Context: an optimization exercise on an open-source flow, tuned for small area. The choices shown serve that exercise and are no tape-out recipe.
The RTL was checked by simulation tests, not by an equivalence proof against the original design.
No activity file was given, so power comes from the tool's default toggle rates.

== run A ==
==> flow/design.v <==
module DECA_Gesture_Light_Sensor(
	input 		          		MAX10_CLK1_50,
	input 		          		RESET_N,
	output		     [7:0]		LED,
	output		          		LIGHT_I2C_SCL,
	output		          		LIGHT_I2C_SDA_OE,
	input 		          		LIGHT_I2C_SDA_IN
);
localparam [1:0] OP_G = 2'd0, OP_W = 2'd1, OP_P = 2'd2, OP_R = 2'd3;
wire clk  = MAX10_CLK1_50;
wire sdai = LIGHT_I2C_SDA_IN;
reg [6:0] div;
always @(posedge clk or negedge RESET_N)
  if (!RESET_N) div <= 7'd0; else div <= div + 7'd1;
wire tick = (div == 7'd63);
reg [1:0] op;
reg [6:0] t;
reg       rp;      
reg [3:0] idx;     
reg       nz;      
wire rep = (idx == 4'd3) || (idx >= 4'd5);
wire dz  = (idx == 4'd3) || (idx == 4'd6) || (idx == 4'd8);
wire succ = dz ^ nz;
always @(posedge clk or negedge RESET_N) begin
  if (!RESET_N) begin
    op <= OP_G; t <= 7'd9; rp <= 1'b0; idx <= 4'd0;
  end else if (tick) begin
    case (op)
      OP_G: if (t == 7'd11) begin op <= OP_W; t <= 7'd0; end
            else t <= t + 7'd1;
      OP_W: if (t == 7'd116 && rep) begin op <= OP_P; t <= 7'd0; end
            else if (t == 7'd117) begin op <= OP_W; t <= 7'd0; idx <= idx + 4'd1; end
            else t <= t + 7'd1;
      OP_P: if (t == 7'd41 && sdai) t <= 7'd2;
            else if (t == 7'd85) begin op <= OP_R; t <= 7'd0; end
            else t <= t + 7'd1;
      OP_R: if (t == 7'd83) begin
              if (rp) begin
                if (idx == 4'd10) begin op <= OP_G; t <= 7'd0; rp <= 1'b0; idx <= 4'd0; end
                else begin op <= OP_P; t <= 7'd0; idx <= idx + 4'd1; end
              end else if (succ) t <= 7'd84;
              else begin op <= OP_P; t <= 7'd0; end
            end else if (t == 7'd84) begin
              if (idx == 4'd9) begin op <= OP_P; t <= 7'd0; rp <= 1'b1; idx <= 4'd0; end
              else begin op <= OP_W; t <= 7'd0; idx <= idx + 4'd1; end
            end else t <= t + 7'd1;
    endcase
  end
end
reg [7:0] wptr, wdat, rptr;
always @* begin
  case (idx)
    4'd0: begin wptr = 8'h07; wdat = 8'h17; end
    4'd1: begin wptr = 8'h0F; wdat = 8'hFF; end
    4'd2: begin wptr = 8'h10; wdat = 8'h0F; end
    4'd4: begin wptr = 8'h17; wdat = 8'h37; end
    4'd5: begin wptr = 8'h18; wdat = 8'hA1; end
    4'd7: begin wptr = 8'h18; wdat = 8'h81; end
    4'd9: begin wptr = 8'h18; wdat = 8'h07; end
    default: begin wptr = 8'h18; wdat = 8'h00; end
  endcase
  case (idx)
    4'd0: rptr = 8'h00;
    4'd1: rptr = 8'h26;
    4'd2: rptr = 8'h27;
    4'd3: rptr = 8'h28;
    4'd4: rptr = 8'h29;
    4'd5: rptr = 8'h2A;
    4'd6: rptr = 8'h2B;
    4'd7: rptr = 8'h20;
    4'd8: rptr = 8'h30;
    4'd9: rptr = 8'h21;
    default: rptr = 8'h2E;
  endcase
end
wire [4:0] slot = t[6:2];
wire [1:0] ph   = t[1:0];
wire [7:0] pbyte = rp ? rptr : 8'h20;
reg bw, bp, br;    
always @* begin
  bw = 1'b1; bp = 1'b1; br = 1'b1;
  case (slot)
    5'd1: begin bw = 1'b1; bp = 1'b1; br = 1'b1; end
    5'd2: begin bw = 1'b0; bp = 1'b0; br = 1'b0; end
    5'd3: begin bw = 1'b1; bp = 1'b1; br = 1'b1; end
    5'd4: begin bw = 1'b1; bp = 1'b1; br = 1'b1; end
    5'd5: begin bw = 1'b0; bp = 1'b0; br = 1'b0; end
    5'd6: begin bw = 1'b1; bp = 1'b1; br = 1'b1; end
    5'd7: begin bw = 1'b0; bp = 1'b0; br = 1'b0; end
    5'd8: begin bw = 1'b0; bp = 1'b0; br = 1'b1; end
    5'd9: begin bw = 1'b1; bp = 1'b1; br = 1'b1; end
    5'd10: bw = wptr[7];
    5'd11: begin bw = wptr[6]; bp = pbyte[7]; end
    5'd12: begin bw = wptr[5]; bp = pbyte[6]; end
    5'd13: begin bw = wptr[4]; bp = pbyte[5]; end
    5'd14: begin bw = wptr[3]; bp = pbyte[4]; end
    5'd15: begin bw = wptr[2]; bp = pbyte[3]; end
    5'd16: begin bw = wptr[1]; bp = pbyte[2]; end
    5'd17: begin bw = wptr[0]; bp = pbyte[1]; end
    5'd18: begin bw = 1'b1;    bp = pbyte[0]; end
    5'd19: bw = wdat[7];
    5'd20: bw = wdat[6];
    5'd21: bw = wdat[5];
    5'd22: bw = wdat[4];
    5'd23: bw = wdat[3];
    5'd24: bw = wdat[2];
    5'd25: bw = wdat[1];
    5'd26: bw = wdat[0];
    default: ;
  endcase
end
localparam [31:0] MW = 32'h0FFF_FFFE, MP = 32'h000F_F802 | 32'h0000_03FE, MR = 32'h0000_03FE, MRD = 32'h0007_FC00;
reg sda, scl;
always @* begin
  sda = 1'b1; scl = 1'b1;
  case (op)
    OP_G: ;
    OP_W: begin
      if (MW[slot]) begin
        sda = (ph == 2'd0) ? 1'b0 : bw;
        scl = (ph == 2'd2);
      end else if (t == 7'd3 || t == 7'd113) sda = 1'b0;
      else if (t == 7'd112) begin sda = 1'b0; scl = 1'b0; end
    end
    OP_P: begin
      if (MP[slot] && !(slot == 5'd9 && ph == 2'd3)) begin
        sda = (ph == 2'd0) ? 1'b0 : bp;
        scl = (ph == 2'd2);
      end else if (t == 7'd3 || t == 7'd81) sda = 1'b0;
      else if (t == 7'd42 || t == 7'd43) scl = 1'b0;
      else if (t == 7'd80) begin sda = 1'b0; scl = 1'b0; end
    end
    OP_R: begin
      if (MR[slot]) begin
        sda = (ph == 2'd0) ? 1'b0 : br;
        scl = (ph == 2'd2);
      end else if (MRD[slot]) scl = (ph == 2'd1);
      else if (t == 7'd3 || t == 7'd79) sda = 1'b0;
      else if (t == 7'd76 || t == 7'd77) scl = 1'b0;
      else if (t == 7'd78) begin sda = 1'b0; scl = 1'b0; end
    end
  endcase
end
assign LIGHT_I2C_SCL    = scl;
assign LIGHT_I2C_SDA_OE = ~sda;
localparam [31:0] MS = 32'h0003_FC00;
wire samp = tick && op == OP_R && MS[slot] && ph == 2'd0;
always @(posedge clk)
  if (op == OP_P) nz <= 1'b0;
  else if (samp && sdai) nz <= 1'b1;
reg  [16:0] acc;
wire acc_en = samp && sdai && rp && (idx == 4'd1 || idx == 4'd2 || idx == 4'd3 ||
                                     idx == 4'd4 || idx == 4'd5 || idx == 4'd6);
reg  [16:0] cy;
integer i;
always @* begin
  cy[0] = 1'b0;
  for (i = 0; i < 17; i = i + 1) begin
    if (i < 16)
      cy[i] = (acc_en && slot[2:0] == ((17 - (i % 8)) % 8) && idx[0] == (i < 8))
              || (i > 0 && cy[i-1] && acc[i-1]);
    else
      cy[i] = cy[i-1] && acc[i-1];
  end
end
always @(posedge clk)
  if (!rp) acc <= 17'd0;
  else acc <= {acc[16] | cy[16], acc[15:0] ^ cy[15:0]};
function ge;    
  input [9:0] x; input [9:0] c;
  integer n;
  begin
    ge = 1'b1;
    for (n = 0; n < 10; n = n + 1)
      ge = c[n] ? (x[n] & ge) : (x[n] | ge);
  end
endfunction
wire [9:0] sh = acc[15:6];
reg [7:0] level;
wire latch = tick && op == OP_R && rp && idx == 4'd10 && t == 7'd82;
always @(posedge clk or negedge RESET_N)
  if (!RESET_N) level <= 8'd0;
  else if (latch) level <= {8{acc[16]}} | {
      ge(sh, 10'd675), ge(sh, 10'd582), ge(sh, 10'd489), ge(sh, 10'd396),
      ge(sh, 10'd303), ge(sh, 10'd210), ge(sh, 10'd117), ge(sh, 10'd24) };
assign LED = ~level;
endmodule
clock: 20.0 ns
lec_check: 0
cap_margin: 20
core_margin: 2
core_utilization: 40
place_density: 0.6
slew_margin: 20
run.sh (not shown) runs the stock make flow with config.mk's settings and CLKGATE_MAP_FILE= SYNTH_SCRIPT=/design/flow/synth_recipe.tcl, a recipe that flattens the netlist after the stock synthesis.
#### Input delta (run B over run A)
diff --git a/flow/design.v b/flow/design.v
--- a/flow/design.v
+++ b/flow/design.v
@@ -147,26 +147,25 @@
 wire samp = tick && op == OP_R && MS[slot] && ph == 2'd0;
 always @(posedge clk)
   if (op == OP_P) nz <= 1'b0;
   else if (samp && sdai) nz <= 1'b1;
-reg  [16:0] acc;
-wire acc_en = samp && sdai && rp && (idx == 4'd1 || idx == 4'd2 || idx == 4'd3 ||
-                                     idx == 4'd4 || idx == 4'd5 || idx == 4'd6);
-reg  [16:0] cy;
-integer i;
-always @* begin
-  cy[0] = 1'b0;
-  for (i = 0; i < 17; i = i + 1) begin
-    if (i < 16)
-      cy[i] = (acc_en && slot[2:0] == ((17 - (i % 8)) % 8) && idx[0] == (i < 8))
-              || (i > 0 && cy[i-1] && acc[i-1]);
-    else
-      cy[i] = cy[i-1] && acc[i-1];
+reg  [15:0] ring;
+reg         sbig, cy, pend;
+wire        in_ps = rp && (idx == 4'd1 || idx == 4'd2 || idx == 4'd3 ||
+                           idx == 4'd4 || idx == 4'd5 || idx == 4'd6);
+wire [3:0]  pos = {~idx[0], 3'd1 - slot[2:0]};
+wire        win = (div[6:4] == 3'd4);
+wire        e   = cy | (pend && win && div[3:0] == pos);
+always @(posedge clk) begin
+  if (tick) pend <= samp && sdai && in_ps;
+  if (!rp) begin
+    ring <= 16'd0; sbig <= 1'b0; cy <= 1'b0;
+  end else begin
+    ring <= {ring[0] ^ e, ring[15:1]};
+    cy   <= ring[0] && e && div[3:0] != 4'd15;
+    if (ring[0] && e && div[3:0] == 4'd15) sbig <= 1'b1;
   end
 end
-always @(posedge clk)
-  if (!rp) acc <= 17'd0;
-  else acc <= {acc[16] | cy[16], acc[15:0] ^ cy[15:0]};
 function ge;    
   input [9:0] x; input [9:0] c;
   integer n;
   begin
@@ -174,14 +173,14 @@
     for (n = 0; n < 10; n = n + 1)
       ge = c[n] ? (x[n] & ge) : (x[n] | ge);
   end
 endfunction
-wire [9:0] sh = acc[15:6];
+wire [9:0] sh = {ring[0], ring[15:7]};
 reg [7:0] level;
 wire latch = tick && op == OP_R && rp && idx == 4'd10 && t == 7'd82;
 always @(posedge clk or negedge RESET_N)
   if (!RESET_N) level <= 8'd0;
-  else if (latch) level <= {8{acc[16]}} | {
+  else if (latch) level <= {8{sbig}} | {
       ge(sh, 10'd675), ge(sh, 10'd582), ge(sh, 10'd489), ge(sh, 10'd396),
       ge(sh, 10'd303), ge(sh, 10'd210), ge(sh, 10'd117), ge(sh, 10'd24) };
 assign LED = ~level;
 endmodule
### Flow results
- Summary of run B over run A: portion of the layout cell area used by clock cells now sits higher; post-synthesis cell count now sits lower; pin count of the biggest net entering global routing now sits lower; final instance count without filler cells now sits lower; count of clock buffers in the final design now sits higher.
- Register share of total power was lower in the run labelled run B.
- What run A reported for overall power after layout has to be multiplied by 1.12 to get the figure for run B.
- Re area of all placed cells without fillers: run A was higher than run B.
- Final cell utilization of the core essentially unchanged between run B and run A.
- On power share of the combinational group, run A tracks run B almost exactly.

[port drivers added, routing unchanged]
No port has a modelled driver above. Below, the same layouts with a new extraction and two added sets of constraints.
Step 1 sets driving cells, clkbuf_16 on the clock port and buf_2 on the other inputs (assumed; they add their load-dependent delay and slew).
Step 2, shift: input delay + t, output delay - t, t = (earliest + latest rising clock arrival at the registers) / 2. This alone moves slack from input paths to output paths.
a / b / c = ideal / step 1 / step 2; a / b = the first two.
run | shift t [ns] | slack for setup (ns) | worst hold slack (ns) | clock arrival spread, ns | pins driven straight from the clock port
run A | 0.322 | 9.820 / 9.830 / 9.509 | 0.453 / 0.453 / 0.453 | 0.007 / 0.007 | 1
run B | 0.321 | 12.900 / 12.871 / 13.191 | 0.437 / 0.437 / 0.437 | 0.007 / 0.007 | 1
After both steps every run listed still meets setup and hold. For run A, which loses most, drivers alone change the setup slack by +0.010 ns; drivers and shift together by -0.311 ns.
